From an optimization exercise on the open Yosys and OpenROAD flow, aimed at small area and a short achievable clock period; shortcuts taken in it are not production practice. Function was not checked in any run shown here: the RTL went through the layout flow alone.

==> flow/design.v (outline; a module is shown in full before it is edited, if it fits) <==
// module part2: 1182 lines
module part2 (
    clear,
    clock,
    digit,
    digit_valid,
    end_of_line,
    total,
    line_result
);
  // ...
==> flow/flow/run.sh <==
#!/bin/bash
# The standard layout (standard.sh), with these changes:
#  - synthesis leaves adders to ABC as plain gates (ADDER_MAP_FILE empty: no
#    full or half adder cells), so ABC can restructure the arithmetic;
#  - ABC's area script maps for a delay target (flow/abc_area.script) instead
#    of the unreachable default, so it can recover area off the critical paths;
set -euo pipefail
here=$(pwd)
rm -rf "$here/synth_scripts"
cp -r "$FLOW_HOME/scripts" "$here/synth_scripts"
cp "$here/flow/abc_area.script" "$here/synth_scripts/abc_area.script"
bash standard.sh ADDER_MAP_FILE= SCRIPTS_DIR="$here/synth_scripts" synth > synth.log 2>&1
export BUFFER_PORTS_ARGS="-buffer_cell sky130_fd_sc_hd__buf_2"
bash standard.sh ADDER_MAP_FILE= "BUFFER_PORTS_ARGS=$BUFFER_PORTS_ARGS" finish > layout.log 2>&1
==> flow/flow/abc_area.script <==
strash
dch -f
map -D 2500 -A 0.9
topo
stime -c
buffer -c
upsize -c -D 2500
dnsize -c -D 2500
==> flow/standard.sh <==
#!/bin/bash
# synth_recipe.tcl (not shown) runs the flow's synth.tcl, then flattens the netlist and writes it again
# the make line also repeats each setting of config.mk as NAME=value (left out here)
make -C /OpenROAD-flow-scripts/flow DESIGN_CONFIG=/design/flow/config.mk WORK_HOME=/design/flow/orfs CLKGATE_MAP_FILE= SYNTH_SCRIPT=/design/flow/synth_recipe.tcl "${@:-finish}"
==> flow/config.mk <==
export PLATFORM = sky130hd
export DESIGN_NAME = part2
export DESIGN_NICKNAME = part2
export VERILOG_FILES = /design/flow/design.v
export SDC_FILE = /design/flow/constraint.sdc
export NUM_CORES = 4
export LEC_CHECK = 0
export ABC_AREA = 1
export CAP_MARGIN = 20
export CORE_MARGIN = 2
export CORE_UTILIZATION = 40
export SETUP_SLACK_MARGIN = 2.6
export SLEW_MARGIN = 20
==> flow/constraint.sdc <==
create_clock -name core_clock -period 6.5 [get_ports {clock}]
set_input_delay 1.3000 -clock core_clock [delete_from_list [all_inputs] [get_ports {clock}]]
set_output_delay 1.3000 -clock core_clock [all_outputs]
set_load 0.01 [all_outputs]
==> impl_metrics.ini, run 1 <==
[outcome]
outcome = complete, no violations

[synthesis]
syn_area_per_cell_sq_um = 5.65
synth-main-ff-cell = dfxtp_1

[global_route]
use_met3 = 0.0277
antenna_found_initial = 0
grt_pass1_wl_microns = 73200

[die]
tap_cells = 525
ios = 120
die_area_sq_mm = 0.0420
fp.dieW_microns = 205

[final_layout]
multi_input_area_sq_mm = 0.0113
num-multi-input-gates = 2270
layout_common_cells = nand2_1 (794), nor2_1 (452), inv_1 (325)
inverters = 359

[worst_setup_path]
r2r_start = z[44]
cp.depth = 24
cp-startpoint = digit[1]
path_class = in2reg

[timing]
slew-limit-headroom = 0.358
slew_violations = 0
rsz0062_at_grt = true
holdWs_ps = 483
finalSetupViolations = 0

[place]
place_area_sq_mm = 0.0170

[detailed_routing]
drt_iter0_drc = 1129
post_drt_wl_per_cell_microns = 13.0

[clock_tree]
cts_hold_buf = 0
==> inputs of run 2 (changes only) <==
--- a/flow/design.v
+++ b/flow/design.v
@@ -12,22 +12,22 @@
     input [3:0] digit;
     input digit_valid;
     input end_of_line;
     output [63:0] total;
     output [47:0] line_result;
     reg [47:4] z;        
     reg [3:0] x0;        
     reg [39:0] ls;       
-    reg [4:1] lcr;       
+    reg [3:0] lg;        
+    reg [4:1] lp;        
     reg [63:0] tot;
     integer k;
     reg  [11:1] shr;     
-    wire        sh0 = shr[1] | (x0 < digit);    
-    wire [3:0]  y0 = sh0 ? digit : x0;
+    wire [3:0]  y0 = (shr[1] | (x0 < digit)) ? digit : x0;
     wire [47:0] y = {z, y0};
     reg  [11:1] ysh;
     always @(*) begin
         ysh[11] = y[47:44] < y[43:40];
         for (k = 10; k >= 1; k = k - 1)
             ysh[k] = ysh[k + 1] | (y[4 * k +: 4] < y[4 * k - 4 +: 4]);
     end
     reg  [47:4] zn;
@@ -774,103 +774,103 @@
     wire b4_s526 = b4_p492 ^ b4_G509;
     wire b4_s527 = b4_p494 ^ b4_G515;
     wire b4_s528 = b4_p496 ^ b4_G517;
     wire b4_s529 = b4_p498 ^ b4_G519;
     wire bp530 = (c280 ^ s281) & (c282 ^ s283) & (c284 ^ s285) & (c286 ^ s287) & (c288 ^ s289) & (c290 ^ r11[26]) & (r11[27] ^ 1'b0) & (r11[28] ^ 1'b0);
     wire [39:0] ys = {b4_s529, b4_s528, b4_s527, b4_s526, b4_s525, b4_s524, b4_s523, b4_p484, b3_s481, b3_s480, b3_s479, b3_s478, b3_s477, b3_s476, b3_s475, b3_p436, b2_s433, b2_s432, b2_s431, b2_s430, b2_s429, b2_s428, b2_s427, b2_p388, b1_s385, b1_s384, b1_s383, b1_s382, b1_s381, b1_s380, b1_s379, b1_p340, b0_s337, b0_s336, b0_s335, b0_s334, b0_s333, b0_s332, b0_s331, b0_p292};
     wire [3:0] yg = {b3_G473, b2_G425, b1_G377, b0_G329};
     wire [4:1] yp = {bp530, bp482, bp434, bp386};
-    wire [4:1] yc;    
-    assign yc[1] = b0_G329;
-    assign yc[2] = b1_G377 | (bp386 & yc[1]);
-    assign yc[3] = b2_G425 | (bp434 & yc[2]);
-    assign yc[4] = b3_G473 | (bp482 & yc[3]);
-    wire [4:0] lc = {lcr, 1'b0};
+    wire [4:0] lc;
+    assign lc[0] = 1'b0;
+    assign lc[1] = lg[0];
+    assign lc[2] = lg[1] | (lp[1] & lc[1]);
+    assign lc[3] = lg[2] | (lp[2] & lc[2]);
+    assign lc[4] = lg[3] | (lp[3] & lc[3]);
     wire [39:0] lr = {(ls[39] ^ (lc[4] & ls[32] & ls[33] & ls[34] & ls[35] & ls[36] & ls[37] & ls[38])), (ls[38] ^ (lc[4] & ls[32] & ls[33] & ls[34] & ls[35] & ls[36] & ls[37])), (ls[37] ^ (lc[4] & ls[32] & ls[33] & ls[34] & ls[35] & ls[36])), (ls[36] ^ (lc[4] & ls[32] & ls[33] & ls[34] & ls[35])), (ls[35] ^ (lc[4] & ls[32] & ls[33] & ls[34])), (ls[34] ^ (lc[4] & ls[32] & ls[33])), (ls[33] ^ (lc[4] & ls[32])), (ls[32] ^ (lc[4])), (ls[31] ^ (lc[3] & ls[24] & ls[25] & ls[26] & ls[27] & ls[28] & ls[29] & ls[30])), (ls[30] ^ (lc[3] & ls[24] & ls[25] & ls[26] & ls[27] & ls[28] & ls[29])), (ls[29] ^ (lc[3] & ls[24] & ls[25] & ls[26] & ls[27] & ls[28])), (ls[28] ^ (lc[3] & ls[24] & ls[25] & ls[26] & ls[27])), (ls[27] ^ (lc[3] & ls[24] & ls[25] & ls[26])), (ls[26] ^ (lc[3] & ls[24] & ls[25])), (ls[25] ^ (lc[3] & ls[24])), (ls[24] ^ (lc[3])), (ls[23] ^ (lc[2] & ls[16] & ls[17] & ls[18] & ls[19] & ls[20] & ls[21] & ls[22])), (ls[22] ^ (lc[2] & ls[16] & ls[17] & ls[18] & ls[19] & ls[20] & ls[21])), (ls[21] ^ (lc[2] & ls[16] & ls[17] & ls[18] & ls[19] & ls[20])), (ls[20] ^ (lc[2] & ls[16] & ls[17] & ls[18] & ls[19])), (ls[19] ^ (lc[2] & ls[16] & ls[17] & ls[18])), (ls[18] ^ (lc[2] & ls[16] & ls[17])), (ls[17] ^ (lc[2] & ls[16])), (ls[16] ^ (lc[2])), (ls[15] ^ (lc[1] & ls[8] & ls[9] & ls[10] & ls[11] & ls[12] & ls[13] & ls[14])), (ls[14] ^ (lc[1] & ls[8] & ls[9] & ls[10] & ls[11] & ls[12] & ls[13])), (ls[13] ^ (lc[1] & ls[8] & ls[9] & ls[10] & ls[11] & ls[12])), (ls[12] ^ (lc[1] & ls[8] & ls[9] & ls[10] & ls[11])), (ls[11] ^ (lc[1] & ls[8] & ls[9] & ls[10])), (ls[10] ^ (lc[1] & ls[8] & ls[9])), (ls[9] ^ (lc[1] & ls[8])), (ls[8] ^ (lc[1])), ls[7], ls[6], ls[5], ls[4], ls[3], ls[2], ls[1], ls[0]};
-    wire tg531 = tot[0] & lr[0];
-    wire tp532 = tot[0] ^ lr[0];
-    wire tg533 = tot[1] & lr[1];
-    wire tp534 = tot[1] ^ lr[1];
-    wire tg535 = tot[2] & lr[2];
-    wire tp536 = tot[2] ^ lr[2];
-    wire tg537 = tot[3] & lr[3];
-    wire tp538 = tot[3] ^ lr[3];
-    wire tg539 = tot[4] & lr[4];
-    wire tp540 = tot[4] ^ lr[4];
-    wire tg541 = tot[5] & lr[5];
-    wire tp542 = tot[5] ^ lr[5];
-    wire tg543 = tot[6] & lr[6];
-    wire tp544 = tot[6] ^ lr[6];
-    wire tg545 = tot[7] & lr[7];
-    wire tp546 = tot[7] ^ lr[7];
-    wire tg547 = tot[8] & lr[8];
-    wire tp548 = tot[8] ^ lr[8];
-    wire tg549 = tot[9] & lr[9];
-    wire tp550 = tot[9] ^ lr[9];
-    wire tg551 = tot[10] & lr[10];
-    wire tp552 = tot[10] ^ lr[10];
-    wire tg553 = tot[11] & lr[11];
-    wire tp554 = tot[11] ^ lr[11];
-    wire tg555 = tot[12] & lr[12];
-    wire tp556 = tot[12] ^ lr[12];
-    wire tg557 = tot[13] & lr[13];
-    wire tp558 = tot[13] ^ lr[13];
-    wire tg559 = tot[14] & lr[14];
-    wire tp560 = tot[14] ^ lr[14];
-    wire tg561 = tot[15] & lr[15];
-    wire tp562 = tot[15] ^ lr[15];
-    wire tg563 = tot[16] & lr[16];
-    wire tp564 = tot[16] ^ lr[16];
-    wire tg565 = tot[17] & lr[17];
-    wire tp566 = tot[17] ^ lr[17];
-    wire tg567 = tot[18] & lr[18];
-    wire tp568 = tot[18] ^ lr[18];
-    wire tg569 = tot[19] & lr[19];
-    wire tp570 = tot[19] ^ lr[19];
-    wire tg571 = tot[20] & lr[20];
-    wire tp572 = tot[20] ^ lr[20];
-    wire tg573 = tot[21] & lr[21];
-    wire tp574 = tot[21] ^ lr[21];
-    wire tg575 = tot[22] & lr[22];
-    wire tp576 = tot[22] ^ lr[22];
-    wire tg577 = tot[23] & lr[23];
-    wire tp578 = tot[23] ^ lr[23];
-    wire tg579 = tot[24] & lr[24];
-    wire tp580 = tot[24] ^ lr[24];
-    wire tg581 = tot[25] & lr[25];
-    wire tp582 = tot[25] ^ lr[25];
-    wire tg583 = tot[26] & lr[26];
-    wire tp584 = tot[26] ^ lr[26];
-    wire tg585 = tot[27] & lr[27];
-    wire tp586 = tot[27] ^ lr[27];
-    wire tg587 = tot[28] & lr[28];
-    wire tp588 = tot[28] ^ lr[28];
-    wire tg589 = tot[29] & lr[29];
-    wire tp590 = tot[29] ^ lr[29];
-    wire tg591 = tot[30] & lr[30];
-    wire tp592 = tot[30] ^ lr[30];
-    wire tg593 = tot[31] & lr[31];
-    wire tp594 = tot[31] ^ lr[31];
-    wire tg595 = tot[32] & lr[32];
-    wire tp596 = tot[32] ^ lr[32];
-    wire tg597 = tot[33] & lr[33];
-    wire tp598 = tot[33] ^ lr[33];
-    wire tg599 = tot[34] & lr[34];
-    wire tp600 = tot[34] ^ lr[34];
-    wire tg601 = tot[35] & lr[35];
-    wire tp602 = tot[35] ^ lr[35];
-    wire tg603 = tot[36] & lr[36];
-    wire tp604 = tot[36] ^ lr[36];
-    wire tg605 = tot[37] & lr[37];
-    wire tp606 = tot[37] ^ lr[37];
-    wire tg607 = tot[38] & lr[38];
-    wire tp608 = tot[38] ^ lr[38];
-    wire tg609 = tot[39] & lr[39];
-    wire tp610 = tot[39] ^ lr[39];
+    wire tg531 = tot[0] & (lr[0] & end_of_line);
+    wire tp532 = tot[0] ^ (lr[0] & end_of_line);
+    wire tg533 = tot[1] & (lr[1] & end_of_line);
+    wire tp534 = tot[1] ^ (lr[1] & end_of_line);
+    wire tg535 = tot[2] & (lr[2] & end_of_line);
+    wire tp536 = tot[2] ^ (lr[2] & end_of_line);
+    wire tg537 = tot[3] & (lr[3] & end_of_line);
+    wire tp538 = tot[3] ^ (lr[3] & end_of_line);
+    wire tg539 = tot[4] & (lr[4] & end_of_line);
+    wire tp540 = tot[4] ^ (lr[4] & end_of_line);
+    wire tg541 = tot[5] & (lr[5] & end_of_line);
+    wire tp542 = tot[5] ^ (lr[5] & end_of_line);
+    wire tg543 = tot[6] & (lr[6] & end_of_line);
+    wire tp544 = tot[6] ^ (lr[6] & end_of_line);
+    wire tg545 = tot[7] & (lr[7] & end_of_line);
+    wire tp546 = tot[7] ^ (lr[7] & end_of_line);
+    wire tg547 = tot[8] & (lr[8] & end_of_line);
+    wire tp548 = tot[8] ^ (lr[8] & end_of_line);
+    wire tg549 = tot[9] & (lr[9] & end_of_line);
+    wire tp550 = tot[9] ^ (lr[9] & end_of_line);
+    wire tg551 = tot[10] & (lr[10] & end_of_line);
+    wire tp552 = tot[10] ^ (lr[10] & end_of_line);
+    wire tg553 = tot[11] & (lr[11] & end_of_line);
+    wire tp554 = tot[11] ^ (lr[11] & end_of_line);
+    wire tg555 = tot[12] & (lr[12] & end_of_line);
+    wire tp556 = tot[12] ^ (lr[12] & end_of_line);
+    wire tg557 = tot[13] & (lr[13] & end_of_line);
+    wire tp558 = tot[13] ^ (lr[13] & end_of_line);
+    wire tg559 = tot[14] & (lr[14] & end_of_line);
+    wire tp560 = tot[14] ^ (lr[14] & end_of_line);
+    wire tg561 = tot[15] & (lr[15] & end_of_line);
+    wire tp562 = tot[15] ^ (lr[15] & end_of_line);
+    wire tg563 = tot[16] & (lr[16] & end_of_line);
+    wire tp564 = tot[16] ^ (lr[16] & end_of_line);
+    wire tg565 = tot[17] & (lr[17] & end_of_line);
+    wire tp566 = tot[17] ^ (lr[17] & end_of_line);
+    wire tg567 = tot[18] & (lr[18] & end_of_line);
+    wire tp568 = tot[18] ^ (lr[18] & end_of_line);
+    wire tg569 = tot[19] & (lr[19] & end_of_line);
+    wire tp570 = tot[19] ^ (lr[19] & end_of_line);
+    wire tg571 = tot[20] & (lr[20] & end_of_line);
+    wire tp572 = tot[20] ^ (lr[20] & end_of_line);
+    wire tg573 = tot[21] & (lr[21] & end_of_line);
+    wire tp574 = tot[21] ^ (lr[21] & end_of_line);
+    wire tg575 = tot[22] & (lr[22] & end_of_line);
+    wire tp576 = tot[22] ^ (lr[22] & end_of_line);
+    wire tg577 = tot[23] & (lr[23] & end_of_line);
+    wire tp578 = tot[23] ^ (lr[23] & end_of_line);
+    wire tg579 = tot[24] & (lr[24] & end_of_line);
+    wire tp580 = tot[24] ^ (lr[24] & end_of_line);
+    wire tg581 = tot[25] & (lr[25] & end_of_line);
+    wire tp582 = tot[25] ^ (lr[25] & end_of_line);
+    wire tg583 = tot[26] & (lr[26] & end_of_line);
+    wire tp584 = tot[26] ^ (lr[26] & end_of_line);
+    wire tg585 = tot[27] & (lr[27] & end_of_line);
+    wire tp586 = tot[27] ^ (lr[27] & end_of_line);
+    wire tg587 = tot[28] & (lr[28] & end_of_line);
+    wire tp588 = tot[28] ^ (lr[28] & end_of_line);
+    wire tg589 = tot[29] & (lr[29] & end_of_line);
+    wire tp590 = tot[29] ^ (lr[29] & end_of_line);
+    wire tg591 = tot[30] & (lr[30] & end_of_line);
+    wire tp592 = tot[30] ^ (lr[30] & end_of_line);
+    wire tg593 = tot[31] & (lr[31] & end_of_line);
+    wire tp594 = tot[31] ^ (lr[31] & end_of_line);
+    wire tg595 = tot[32] & (lr[32] & end_of_line);
+    wire tp596 = tot[32] ^ (lr[32] & end_of_line);
+    wire tg597 = tot[33] & (lr[33] & end_of_line);
+    wire tp598 = tot[33] ^ (lr[33] & end_of_line);
+    wire tg599 = tot[34] & (lr[34] & end_of_line);
+    wire tp600 = tot[34] ^ (lr[34] & end_of_line);
+    wire tg601 = tot[35] & (lr[35] & end_of_line);
+    wire tp602 = tot[35] ^ (lr[35] & end_of_line);
+    wire tg603 = tot[36] & (lr[36] & end_of_line);
+    wire tp604 = tot[36] ^ (lr[36] & end_of_line);
+    wire tg605 = tot[37] & (lr[37] & end_of_line);
+    wire tp606 = tot[37] ^ (lr[37] & end_of_line);
+    wire tg607 = tot[38] & (lr[38] & end_of_line);
+    wire tp608 = tot[38] ^ (lr[38] & end_of_line);
+    wire tg609 = tot[39] & (lr[39] & end_of_line);
+    wire tp610 = tot[39] ^ (lr[39] & end_of_line);
     wire tG611 = tg533 | (tp534 & tg531);
     wire tP612 = tp534 & tp532;
     wire tG613 = tg537 | (tp538 & tg535);
     wire tP614 = tp538 & tp536;
     wire tG615 = tg541 | (tp542 & tg539);
     wire tP616 = tp542 & tp540;
     wire tG617 = tg545 | (tp546 & tg543);
     wire tP618 = tp546 & tp544;
@@ -1159,24 +1159,26 @@
     wire tP901 = tP885 & tP893;
     wire [63:0] tsum = {(tot[63] ^ (tG809 & tP900)), (tot[62] ^ (tG809 & tP899)), (tot[61] ^ (tG809 & tP898)), (tot[60] ^ (tG809 & tP897)), (tot[59] ^ (tG809 & tP896)), (tot[58] ^ (tG809 & tP895)), (tot[57] ^ (tG809 & tP894)), (tot[56] ^ (tG809 & tP893)), (tot[55] ^ (tG809 & tP892)), (tot[54] ^ (tG809 & tP891)), (tot[53] ^ (tG809 & tP890)), (tot[52] ^ (tG809 & tP889)), (tot[51] ^ (tG809 & tP888)), (tot[50] ^ (tG809 & tP887)), (tot[49] ^ (tG809 & tP886)), (tot[48] ^ (tG809 & tP877)), (tot[47] ^ (tG809 & tP876)), (tot[46] ^ (tG809 & tP875)), (tot[45] ^ (tG809 & tP874)), (tot[44] ^ (tG809 & tP863)), (tot[43] ^ (tG809 & tP862)), (tot[42] ^ (tG809 & tP850)), (tot[41] ^ (tG809 & tot[40])), (tot[40] ^ tG809), ts849, ts848, ts847, ts846, ts845, ts844, ts843, ts842, ts841, ts840, ts839, ts838, ts837, ts836, ts835, ts834, ts833, ts832, ts831, ts830, ts829, ts828, ts827, ts826, ts825, ts824, ts823, ts822, ts821, ts820, ts819, ts818, ts817, ts816, ts815, ts814, ts813, ts812, ts811, tp532};
     always @(posedge clock) begin
         if (clear | end_of_line) begin
             z  <= 44'd0;
             x0 <= 4'd0;
             shr <= 11'd0;
             ls <= 40'd0;
-            lcr <= 0;
+            lg <= 0;
+            lp <= 0;
         end else if (digit_valid) begin
             z  <= zn;
             x0 <= y0;
             shr <= ysh;
             ls <= ys;
-            lcr <= yc;
+            lg <= yg;
+            lp <= yp;
         end
         if (clear)
             tot <= 64'd0;
-        else if (end_of_line)
+        else
             tot <= tsum;
     end
     assign total = tot;
     assign line_result = {8'd0, lr};
 endmodule
==> impl_metrics.ini, run 2 <==
[outcome]
outcome = complete, no violations

[timing]
post-route-period-util = 0.570
slew-limit-headroom = 0.392
holdWs_ps = 466
fin_tns_setup_ps = 0
finalSetupViolations = 0
min_period_ps = 3710
fin_skew_ps = 9.60
hold_viol = 0
fmax_ghz = 0.270
slew_violations = 0
rsz0062_at_grt = true
tightest_slew_ps = 912

[synthesis]
yosys_warnings = 1
netlist_instances = 2844
synthTopCellsByArea = dfxtp_1 (20%), nand2_1 (20%), nor2_1 (11%)
yosysMostFrequentCell = nand2_1
yosysSeqAreaShare = 0.199
synth_cell_type_count = 60
synth_area_sq_mm = 0.0161
syn_area_per_cell_sq_um = 5.65
synth-seq-cells = 160
async_flop_share = 0
synth_edf_count = 0
synth_top_area_cell = dfxtp_1
synth_common_cells = nand2_1 (835), nor2_1 (464), inv_1 (388), a21oi_1 (183), o21ai_0 (161)
synth-main-ff-cell = dfxtp_1
synth_top_cell_area_share = 0.199

[detailed_routing]
num_vias = 16100
drc = 0
via_per_inst = 4.66
antenna_left = 0
drt-pass1-iter-count = 7
top_layer_used = met4
drt-met1-wl_microns = 21200
drt_iter0_drc = 1049
routed_wl_microns = 42900
dr_wl_met2_microns = 18500
post_drt_wl_per_cell_microns = 12.4
wl_met3_microns = 1940

[global_route]
grt_usage = 0.206
gr-total-overflow = 0
grt_max_degree = 89
grt_pass1_vias = 14400
antenna_found_initial = 0
grt_pass1_wl_microns = 69700

[final_layout]
multi_input_area_sq_mm = 0.0111
areaGrowthSynthToFinish_pct = 11.0
largest_register_ffs = 64
top_register = tot
nFillCells = 4218
regArea_sq_mm = 0.00323
final_common_cell = nand2_1
layout_common_cells = nand2_1 (824), nor2_1 (458), inv_1 (385)
final_cell_count_no_fill = 3458
reg_top3 = tot: 64 flops, z: 44 flops, ls: 40 flops
drive_gt1_frac = 0.127
fin_area_sq_mm = 0.0178
nets = 2928
diodes = 0

[hold_path]
hold_start = lp[1]
min_to = lp[1]
holdPathStages = 2
hold_path.class = reg2reg

[clock_tree]
cts_buffer_depth = 2
cts_tree = yes
root_buffer = clkbuf_16
clk_pin_slew_ps = 70
clk_latency_ps = 470
h-tree-depth = 4
clock_sinks = 160
numCtsBuffers = 17

[worst_setup_path]
crit_required_ps = 5200
r2r_start = z[25]
path_class = reg2out
r2r_end = lg[2]
r2r_slack_ps = 2950
critical_path.endpoint_type = primary output
start_kind = flip-flop
arrival_ps = 2410
path_max_fanout = 4
reg2reg_depth = 21

[place]
gp_congestion = 0.949
place_inst = 3417
dp_hpwl_microns = 34200
port_buffers = 111
place_area_sq_mm = 0.0170

[die]
die_area_sq_mm = 0.0418
fp.dieW_microns = 204
core-area_sq_mm = 0.0397
die_h_microns = 204
ios = 120
rows = 73
initial_core_util = 0.404

[flow_run]
maxCapViolCount = 0
==> run 2: routing by layer <==
layer  track usage  vias to the layer above
li1              -                     8812
met4        0.0769                        0
met3        0.0359                       66
met5             0                        -
met1         0.279                     6923
met2         0.326                      308
==> run 2: critical path: stages (launching register included) <==
cell and delay [ps]:
dfxtp_4 370, a21oi_2 80, nor2_2 150, or2_1 160
nand2_2 70, nand2_1 80, nand2_1 80, nor2_2 120
nand2_2 80, nor2_4 150, nand2_4 80, nor2_4 120
nand2_2 80, xnor2_2 160, buf_2 160
==> run 2: cells by family (layout without fill, tap and decap cells) <==
logic type	count (synthesis)	in the layout	share of synthesized area
AND/OR/NAND/NOR	1562	1562	0.412
buffers and inverters	488	570	0.122
AO/OA/AOI/OAI	404	404	0.133
XOR/XNOR	226	226	0.132
flip-flops	160	160	0.199
adder cells (fa/ha/maj)	3	3	0.00187
other	1	8	0.000233
==> run 2: worst max path at each step <==
stage	start	to	slack, ps	cells past startpoint
final	lg[0]	line_result[39]	2790	14
after global routing	end_of_line	tot[63]	2490	26
after CTS	lg[0]	line_result[39]	2600	14
after detailed placement	end_of_line	tot[51]	2080	26
after global placement	end_of_line	tot[45]	2120	26
after floorplan	digit[0]	ls[7]	2670	23
==> run 2: cell type report <==
cell class	count	share of cell area
well taps	525	0.0368
multi-input cells	2203	0.622
repair buffers	125	0.0393
flip-flops and latches	160	0.181
clock buffers	19	0.0248
clock inverters	13	0.00786
inverters	413	0.0876
==> run 2: per-stage QoR <==
step | util | setup slack (ps)
3_3_place_gp | 0.427 | 2120
5_1_grt | 0.449 | 2490
6_report | 0.449 | 2790
4_1_cts | 0.443 | 2600
2_1_floorplan | - | 2670
3_5_place_dp | 0.427 | 2080
==> run 2: timing repair <==
action                                  4_1_cts  5_1_grt
resized for setup                             9       65
endpoints found under the hold margin         0        0
endpoints found under the setup margin        9       65
pin swaps                                     4       19
setup buffers                                 3        5
gates cloned                                  0        1
hold buffers                                  0        0

-- separate check: timing with driven ports --
No port has a modelled driver above. Below, the same layouts with a new extraction and two added sets of constraints.
Step 1, drivers: a clkbuf_16 drives clock and a buf_2 each remaining input, both assumed.
Step 2 times the ports against the registers' clock, not the clock port: input delays grow and output delays shrink by t, the midpoint of the rising clock arrivals with the driver on.
Three values: ideal, step 1, step 2; two values: the first two.
| run | shift t [ns] | setup slack, ns | latest minus earliest clock arrival (ns) | worst register clock-pin slew, ns | cell pins on the clock port's net |
|---|---|---|---|---|---|
| run 1 | 0.512 | 2.842 / 2.873 / 2.361 | 0.019 / 0.019 | 0.08 / 0.08 | 1 |
| run 2 | 0.520 | 2.793 / 2.736 / 2.291 | 0.010 / 0.010 | 0.07 / 0.07 | 1 |
After both steps setup and hold are still met in every run listed. The setup slack of run 2, which loses most, moves by -0.057 ns with the drivers and by -0.502 ns with both steps.
